This design comes from an exercise in tuning for small area, a short achievable clock period and few clock cycles per item on the open sky130 flow, not from production work. The RTL was checked by simulation tests, not by an equivalence proof against the original design. No activity file was given, so power comes from the tool's default toggle rates.

==> flow/design.v <==
module qoi_compressor (
    input  wire        rstn,
    input  wire        clk,
    output reg         ctrl_ready,
    input  wire        ctrl_start,
    input  wire [15:0] ctrl_width,
    input  wire [15:0] ctrl_height,
    output reg         i_tready,
    input  wire        i_tvalid,
    input  wire        i_tlast,
    input  wire [ 7:0] i_R, i_G, i_B,
    input  wire        o_tready,
    output reg         o_tvalid,
    output reg         o_tlast,
    output reg  [ 3:0] o_tkeep,
    output reg  [31:0] o_tdata
);
localparam [1:0] K_PIX = 2'd0, K_H0 = 2'd1, K_H1 = 2'd2, K_H2 = 2'd3;
localparam [1:0] S_IDLE = 2'd0, S_H1 = 2'd1, S_H2 = 2'd2, S_PIX = 2'd3;
reg  [ 1:0] state;
reg         first_pend;           
reg         I_v, I_first, I_last;
reg  [ 1:0] I_k;
reg  [23:0] I_px;                 
reg         A_v, A_first, A_last;
reg  [ 1:0] A_k;
reg  [23:0] A_px;
reg  [ 5:0] A_h;
reg  [63:0] A_sel;                  
reg  [ 7:0] A_dR, A_dG, A_dB;
reg         S_v;                  
wire        out_ok = ~S_v;
reg  A_pix;                      
wire A_hold = A_pix & ~A_last;
wire A_lpix = A_pix & A_last;    
wire adv    = out_ok & (I_v | ~A_hold);
wire I_cons = adv & ~A_lpix;
wire I_free = ~I_v | (out_ok & ~A_lpix);         
wire take = i_tvalid & i_tready;
wire inj  = (state == S_H1 || state == S_H2) & I_free;
wire hs   = ctrl_start & ctrl_ready;   
wire [15:0] ww = {ctrl_width[15:1],  ctrl_width[0]  | (ctrl_width  == 16'd0)};
wire [15:0] hh = {ctrl_height[15:1], ctrl_height[0] | (ctrl_height == 16'd0)};
reg  [1:0] state_n;
always @* begin
    state_n = state;
    case (state)
        S_IDLE: if (hs) state_n = S_H1;
        S_H1:   if (I_free) state_n = S_H2;
        S_H2:   if (I_free) state_n = S_PIX;
        default: if (take & i_tlast) state_n = S_IDLE;
    endcase
end
wire I_v_n = take | inj | hs | (I_v & ~I_cons);
wire A_lpix_n = adv ? (I_v & ~A_lpix & (I_k == K_PIX) & I_last) : A_lpix;
wire        W_v;
wire        W_last;
wire [ 3:0] W_keep;
wire [31:0] W_data;
wire push  = adv & W_v;
wire o_cons = o_tvalid & o_tready;
wire S_v_n = S_v ? ~o_tready : (o_tvalid & ~o_tready & push);
always @(posedge clk or negedge rstn)
    if (~rstn) begin
        state      <= S_IDLE;
        ctrl_ready <= 1'b0;
        i_tready   <= 1'b0;
        I_v        <= 1'b0;
        S_v        <= 1'b0;
    end else begin
        state      <= state_n;
        ctrl_ready <= ctrl_ready_n;
        i_tready   <= i_tready_n;
        I_v        <= I_v_n;
        S_v        <= S_v_n;
    end
wire ctrl_ready_n = (state_n == S_IDLE) & (~I_v_n | (~S_v_n & ~A_lpix_n));
wire i_tready_n   = (state_n == S_PIX) & (~I_v_n | ~S_v_n);
reg  I_ldp, I_ldh;
always @(posedge clk) begin
    I_ldp <= i_tready_n;
    I_ldh <= ctrl_ready_n;
end
always @(posedge clk) begin
    if (inj) first_pend <= 1'b1;
    else if (take) first_pend <= 1'b0;
end
reg  [5:0] I_hs, I_hc;
wire [5:0] o1 = i_R[5:0], o2 = {i_R[4:0], 1'b0}, o3 = i_G[5:0];
wire [5:0] o4 = {i_G[3:0], 2'b0}, o5 = {i_B[2:0], 3'b0}, o6 = ~i_B[5:0];
wire [5:0] s1 = o1 ^ o2 ^ o3, c1 = {(o1[4:0] & o2[4:0]) | (o1[4:0] & o3[4:0]) | (o2[4:0] & o3[4:0]), 1'b0};
wire [5:0] s2 = o4 ^ o5 ^ o6, c2 = {(o4[4:0] & o5[4:0]) | (o4[4:0] & o6[4:0]) | (o5[4:0] & o6[4:0]), 1'b0};
wire [5:0] s3 = s1 ^ c1 ^ s2, c3 = {(s1[4:0] & c1[4:0]) | (s1[4:0] & s2[4:0]) | (c1[4:0] & s2[4:0]), 1'b0};
wire [5:0] s4 = s3 ^ c3 ^ c2, c4 = {(s3[4:0] & c3[4:0]) | (s3[4:0] & c2[4:0]) | (c3[4:0] & c2[4:0]), 1'b0};
always @(posedge clk)
    if (I_ldp) begin
        I_hs <= s4;
        I_hc <= c4;
    end
reg  [7:0] I_hh;
always @(posedge clk)
    if (I_ldh) I_hh <= hh[15:8];
always @(posedge clk)
    if (I_ldp) begin
        I_k     <= K_PIX;
        I_first <= first_pend;
        I_last  <= i_tlast;
        I_px    <= {i_R, i_G, i_B};
    end else if (I_ldh) begin
        I_k     <= K_H0;
        I_px    <= {hh[7:0], ww};
    end else if (inj) begin
        if (state == S_H1) I_k <= K_H1;
        else begin
            I_k  <= K_H2;
            I_px <= {8'hxx, I_hh, I_px[23:16]};
        end
    end
wire [7:0] iR = I_px[23:16], iG = I_px[15:8], iB = I_px[7:0];
wire [5:0] hash = I_hs + I_hc + 6'd54;
always @(posedge clk or negedge rstn)
    if (~rstn) begin
        A_v   <= 1'b0;
        A_pix <= 1'b0;
    end else if (adv) begin
        A_v   <= I_v & ~A_lpix;
        A_pix <= I_v & ~A_lpix & (I_k == K_PIX);
    end
always @(posedge clk)
    if (adv) begin
        A_k     <= I_k;
        A_first <= I_first;
        A_last  <= I_last;
        A_px    <= I_px;
        A_h     <= hash;
        A_sel   <= 64'd1 << hash;
        A_dR    <= iR - A_px[23:16];
        A_dG    <= iG - A_px[15: 8];
        A_dB    <= iB - A_px[ 7: 0];
    end
wire A_same = ~|{A_dR, A_dG, A_dB};
reg  [17:0] tab_d [0:63];
reg  [63:0] tab_v;
wire        A_clr = A_v & (A_k == K_H0);
wire [17:0] A_key = {A_px[23:22], A_px[15:0]};
genvar gi;
generate
    for (gi = 0; gi < 64; gi = gi + 1) begin : g_tab
        always @(posedge clk) begin
            if (adv & A_pix & A_sel[gi]) tab_d[gi] <= A_key;
            if (adv & A_clr) tab_v[gi] <= 1'b0;
            else if (adv & A_pix & A_sel[gi]) tab_v[gi] <= 1'b1;
        end
    end
endgenerate
reg  [18:0] rd0, rd1;
integer ri;
always @* begin
    rd0 = 19'd0;
    rd1 = 19'd0;
    for (ri = 0; ri < 32; ri = ri + 1) begin
        rd0 = rd0 | ({19{A_sel[ri]}}      & {tab_v[ri],      tab_d[ri]});
        rd1 = rd1 | ({19{A_sel[ri + 32]}} & {tab_v[ri + 32], tab_d[ri + 32]});
    end
end
reg         B_v, B_first, B_last, B_run;
reg  [ 1:0] B_k;
reg  [23:0] B_px;
reg  [ 5:0] B_h, B_q;             
reg  [18:0] B_rd0, B_rd1;
reg         B_diff, B_luma;
reg  [ 5:0] B_dcode;
reg  [13:0] B_lcode;
wire A_run = A_pix & A_same & ~A_first & ~(B_run & (B_q == 6'd61));
function eq5;    
    input [4:0] a, b, k;
    reg   [4:0] c;
    begin
        c = {(a[3:0] & b[3:0]) | ((a[3:0] | b[3:0]) & ~k[3:0]), 1'b0};
        eq5 = ((a ^ b ^ k) == c);
    end
endfunction
function small8;    
    input [7:0] a, g;
    reg   [3:0] lo;
    begin
        lo = {1'b0, a[2:0]} + {1'b0, ~g[2:0]} + 4'd1;
        small8 = lo[3] ? (eq5(a[7:3], ~g[7:3], 5'd31) | eq5(a[7:3], ~g[7:3], 5'd30))
                       : (eq5(a[7:3], ~g[7:3], 5'd0)  | eq5(a[7:3], ~g[7:3], 5'd31));
    end
endfunction
wire [3:0] xR = A_dR[3:0] - A_dG[3:0], xB = A_dB[3:0] - A_dG[3:0];
wire diff_ok = (&A_dR[7:1] | ~|A_dR[7:1]) & (&A_dG[7:1] | ~|A_dG[7:1]) & (&A_dB[7:1] | ~|A_dB[7:1]);
wire luma_ok = (&A_dG[7:5] | ~|A_dG[7:5]) & small8(A_dR, A_dG) & small8(A_dB, A_dG);
always @(posedge clk or negedge rstn)
    if (~rstn) B_v <= 1'b0;
    else if (adv) B_v <= A_v;
always @(posedge clk)
    if (adv) begin
        B_k     <= A_k;
        B_first <= A_first;
        B_last  <= A_last;
        B_px    <= A_px;
        B_h     <= A_h;
        B_rd0   <= rd0;
        B_rd1   <= rd1;
        B_run   <= A_run;
        B_q     <= B_run ? B_q + 6'd1 : 6'd0;
        B_diff  <= diff_ok;
        B_dcode <= {~A_dR[1], A_dR[0], ~A_dG[1], A_dG[0], ~A_dB[1], A_dB[0]};    
        B_luma  <= luma_ok;
        B_lcode <= {~xR[3], xR[2:0], ~xB[3], xB[2:0], ~A_dG[5], A_dG[4:0]};       
    end
reg         C_v, C_last, C_h2;
reg  [ 2:0] C_n;
reg  [31:0] C_bytes;
wire B_pix   = B_v & (B_k == K_PIX);
wire B_m0 = B_rd0[18] & (B_rd0[17:0] == {B_px[23:22], B_px[15:0]});
wire B_m1 = B_rd1[18] & (B_rd1[17:0] == {B_px[23:22], B_px[15:0]});
wire B_match = B_h[5] ? B_m1 : B_m0;
always @(posedge clk or negedge rstn)
    if (~rstn) C_v <= 1'b0;
    else if (adv) C_v <= B_v;
always @(posedge clk)
    if (adv) begin
        C_last <= B_pix & B_last;
        C_h2   <= B_v & (B_k == K_H2);
        if (~B_v) begin
            C_n     <= 3'd0;
            C_bytes <= 32'hx;
        end else if (B_pix & B_run) begin
            C_n     <= (A_run & ~B_last) ? 3'd0 : 3'd1;
            C_bytes <= {24'hx, 2'b11, B_q};
        end else if (B_pix & ~B_first & B_match) begin
            C_n     <= 3'd1;
            C_bytes <= {24'hx, 2'b00, B_h};
        end else if (B_pix & ~B_first & B_diff) begin
            C_n     <= 3'd1;
            C_bytes <= {24'hx, 2'b01, B_dcode};
        end else if (B_pix & ~B_first & B_luma) begin
            C_n     <= 3'd2;
            C_bytes <= {16'hx, B_lcode[13:6], 2'b10, B_lcode[5:0]};
        end else begin
            C_n     <= 3'd4;
            C_bytes <= (B_k == K_H0)  ? 32'h66_69_6F_71 :                           
                       (B_k == K_PIX) ? {B_px[7:0], B_px[15:8], B_px[23:16], 8'hFE} :
                                        {B_px[7:0], B_px[15:8], 16'h0};              
        end
    end
reg  [ 1:0] P_cnt;
reg  [23:0] P_rem;
reg         P_flush;
wire [ 3:0] tot = {2'b0, P_cnt} + {1'b0, C_n};
reg  [55:0] merged;
always @*
    case (P_cnt)
        2'd0: merged = {24'hx, C_bytes};
        2'd1: merged = {16'hx, C_bytes, P_rem[7:0]};
        2'd2: merged = { 8'hx, C_bytes, P_rem[15:0]};
        default: merged = {C_bytes, P_rem};
    endcase
wire cv = C_v;
assign W_v    = P_flush | (cv & (tot[2] | C_last));
assign W_last = P_flush | (C_last & ~tot[3] & ~(tot[2] & |tot[1:0]));
wire [2:0] kcnt = P_flush ? {1'b0, P_cnt} : (C_last & ~tot[2]) ? tot[2:0] : 3'd4;
assign W_keep = (kcnt == 3'd1) ? 4'b0001 : (kcnt == 3'd2) ? 4'b0011 : (kcnt == 3'd3) ? 4'b0111 : 4'b1111;
assign W_data = P_flush ? {8'hx, P_rem} : merged[31:0];
always @(posedge clk or negedge rstn)
    if (~rstn) begin
        P_cnt   <= 2'd0;
        P_flush <= 1'b0;
    end else if (adv) begin
        if (P_flush) begin
            P_cnt   <= 2'd0;
            P_flush <= 1'b0;
        end else if (cv & C_h2) begin
            P_cnt   <= 2'd2;
        end else if (cv & C_last) begin
            P_cnt   <= (tot > 4'd4) ? tot[1:0] : 2'd0;
            P_flush <= (tot > 4'd4);
        end else if (cv) begin
            P_cnt   <= tot[1:0];
        end
    end
always @(posedge clk)
    if (adv & ~P_flush & cv) begin
        if (C_h2)        P_rem <= 24'h00_03;         
        else if (tot[2]) P_rem <= merged[55:32];
        else             P_rem <= merged[23:0];
    end
reg        S_last;
reg [ 3:0] S_keep;
reg [31:0] S_data;
always @(posedge clk or negedge rstn)
    if (~rstn) o_tvalid <= 1'b0;
    else if (~o_tvalid | o_tready) o_tvalid <= S_v | push;
always @(posedge clk) begin
    if (~o_tvalid | o_tready) begin
        if (S_v) begin
            o_tlast <= S_last; o_tkeep <= S_keep; o_tdata <= S_data;
        end else begin
            o_tlast <= W_last; o_tkeep <= W_keep; o_tdata <= W_data;
        end
    end
    if (~S_v) begin
        S_last <= W_last; S_keep <= W_keep; S_data <= W_data;
    end
end
endmodule
Settings: LEC_CHECK=0, CAP_MARGIN=20, CORE_MARGIN=2, CORE_UTILIZATION=40, SETUP_SLACK_MARGIN=2.8, SLEW_MARGIN=20; clock period 5.0 ns.
run.sh (not shown) runs the stock make flow with config.mk's settings and CLKGATE_MAP_FILE= SYNTH_SCRIPT=/design/flow/synth_recipe.tcl, a recipe that flattens the netlist after the stock synthesis.
Testbench counts at the start, summed over its fixed seeds: cycles 48,927, pixels 48,510.
Edit:
--- a/flow/design.v
+++ b/flow/design.v
@@ -66,57 +66,50 @@
         ctrl_ready <= 1'b0;
         i_tready   <= 1'b0;
         I_v        <= 1'b0;
         S_v        <= 1'b0;
     end else begin
         state      <= state_n;
-        ctrl_ready <= ctrl_ready_n;
-        i_tready   <= i_tready_n;
+        ctrl_ready <= (state_n == S_IDLE) & (~I_v_n | (~S_v_n & ~A_lpix_n));
+        i_tready   <= (state_n == S_PIX) & (~I_v_n | ~S_v_n);
         I_v        <= I_v_n;
         S_v        <= S_v_n;
     end
-wire ctrl_ready_n = (state_n == S_IDLE) & (~I_v_n | (~S_v_n & ~A_lpix_n));
-wire i_tready_n   = (state_n == S_PIX) & (~I_v_n | ~S_v_n);
-reg  I_ldp, I_ldh;
-always @(posedge clk) begin
-    I_ldp <= i_tready_n;
-    I_ldh <= ctrl_ready_n;
-end
 always @(posedge clk) begin
     if (inj) first_pend <= 1'b1;
     else if (take) first_pend <= 1'b0;
 end
 reg  [5:0] I_hs, I_hc;
 wire [5:0] o1 = i_R[5:0], o2 = {i_R[4:0], 1'b0}, o3 = i_G[5:0];
 wire [5:0] o4 = {i_G[3:0], 2'b0}, o5 = {i_B[2:0], 3'b0}, o6 = ~i_B[5:0];
 wire [5:0] s1 = o1 ^ o2 ^ o3, c1 = {(o1[4:0] & o2[4:0]) | (o1[4:0] & o3[4:0]) | (o2[4:0] & o3[4:0]), 1'b0};
 wire [5:0] s2 = o4 ^ o5 ^ o6, c2 = {(o4[4:0] & o5[4:0]) | (o4[4:0] & o6[4:0]) | (o5[4:0] & o6[4:0]), 1'b0};
 wire [5:0] s3 = s1 ^ c1 ^ s2, c3 = {(s1[4:0] & c1[4:0]) | (s1[4:0] & s2[4:0]) | (c1[4:0] & s2[4:0]), 1'b0};
 wire [5:0] s4 = s3 ^ c3 ^ c2, c4 = {(s3[4:0] & c3[4:0]) | (s3[4:0] & c2[4:0]) | (c3[4:0] & c2[4:0]), 1'b0};
 always @(posedge clk)
-    if (I_ldp) begin
+    if (i_tready) begin
         I_hs <= s4;
         I_hc <= c4;
-    end
-reg  [7:0] I_hh;
-always @(posedge clk)
-    if (I_ldh) I_hh <= hh[15:8];
+    end else if (hs)
+        I_hs <= hh[13:8];
 always @(posedge clk)
-    if (I_ldp) begin
+    if (i_tready) begin
         I_k     <= K_PIX;
         I_first <= first_pend;
         I_last  <= i_tlast;
         I_px    <= {i_R, i_G, i_B};
-    end else if (I_ldh) begin
+    end else if (hs) begin
         I_k     <= K_H0;
         I_px    <= {hh[7:0], ww};
+        I_first <= hh[14];
+        I_last  <= hh[15];
     end else if (inj) begin
         if (state == S_H1) I_k <= K_H1;
         else begin
             I_k  <= K_H2;
-            I_px <= {8'hxx, I_hh, I_px[23:16]};
+            I_px <= {8'hxx, I_last, I_first, I_hs, I_px[23:16]};
         end
     end
 wire [7:0] iR = I_px[23:16], iG = I_px[15:8], iB = I_px[7:0];
 wire [5:0] hash = I_hs + I_hc + 6'd54;
 always @(posedge clk or negedge rstn)
     if (~rstn) begin
@@ -212,15 +205,14 @@
         B_lcode <= {~xR[3], xR[2:0], ~xB[3], xB[2:0], ~A_dG[5], A_dG[4:0]};       
     end
 reg         C_v, C_last, C_h2;
 reg  [ 2:0] C_n;
 reg  [31:0] C_bytes;
 wire B_pix   = B_v & (B_k == K_PIX);
-wire B_m0 = B_rd0[18] & (B_rd0[17:0] == {B_px[23:22], B_px[15:0]});
-wire B_m1 = B_rd1[18] & (B_rd1[17:0] == {B_px[23:22], B_px[15:0]});
-wire B_match = B_h[5] ? B_m1 : B_m0;
+wire [18:0] B_rd = B_h[5] ? B_rd1 : B_rd0;
+wire B_match = B_rd[18] & (B_rd[17:0] == {B_px[23:22], B_px[15:0]});
 always @(posedge clk or negedge rstn)
     if (~rstn) C_v <= 1'b0;
     else if (adv) C_v <= B_v;
 always @(posedge clk)
     if (adv) begin
         C_last <= B_pix & B_last;
Effect:
- The changed run completed with no timing, DRC or antenna violations
- wire length barely changes
- final cell count increases by 0.40%
- sequential share of layout area decreases by 0.40 points
- total power decreases by 0.66%
- non-clock buffer count decreases by 16
- via count increases by 0.72%
- die area is about the same
- final area hardly moves
- setup slack loses 0.064 ns
- global-route usage increases by 0.31 points
- synthesized area is about the same
Testbench counts after the change, summed over its fixed seeds: cycles 48,927, pixels 48,510.

[separate check: timing with driven ports]
How much do the figures lean on ideal ports? The routed layouts below were timed once more, with nothing changed but the port constraints. Step 1, drivers: a clkbuf_16 drives clk and a buf_2 each remaining input, both assumed. Step 2 moves the port delays by t, midway between the first and last clock arrival at a register: inputs arrive t later, outputs are due t later. That takes back most of the time a late clock gives input paths. Three values: ideal, step 1, step 2; two values: the first two.
run	shift t [ns]	setup slack, ns	pins driven straight from the clock port
the first run	0.882	2.569 / 2.547 / 2.006	1
the second run	0.875	2.505 / 2.431 / 1.784	1
After both steps setup and hold are still met in every run listed. For the second run, which loses most, drivers alone change the setup slack by -0.074 ns; drivers and shift together by -0.721 ns.
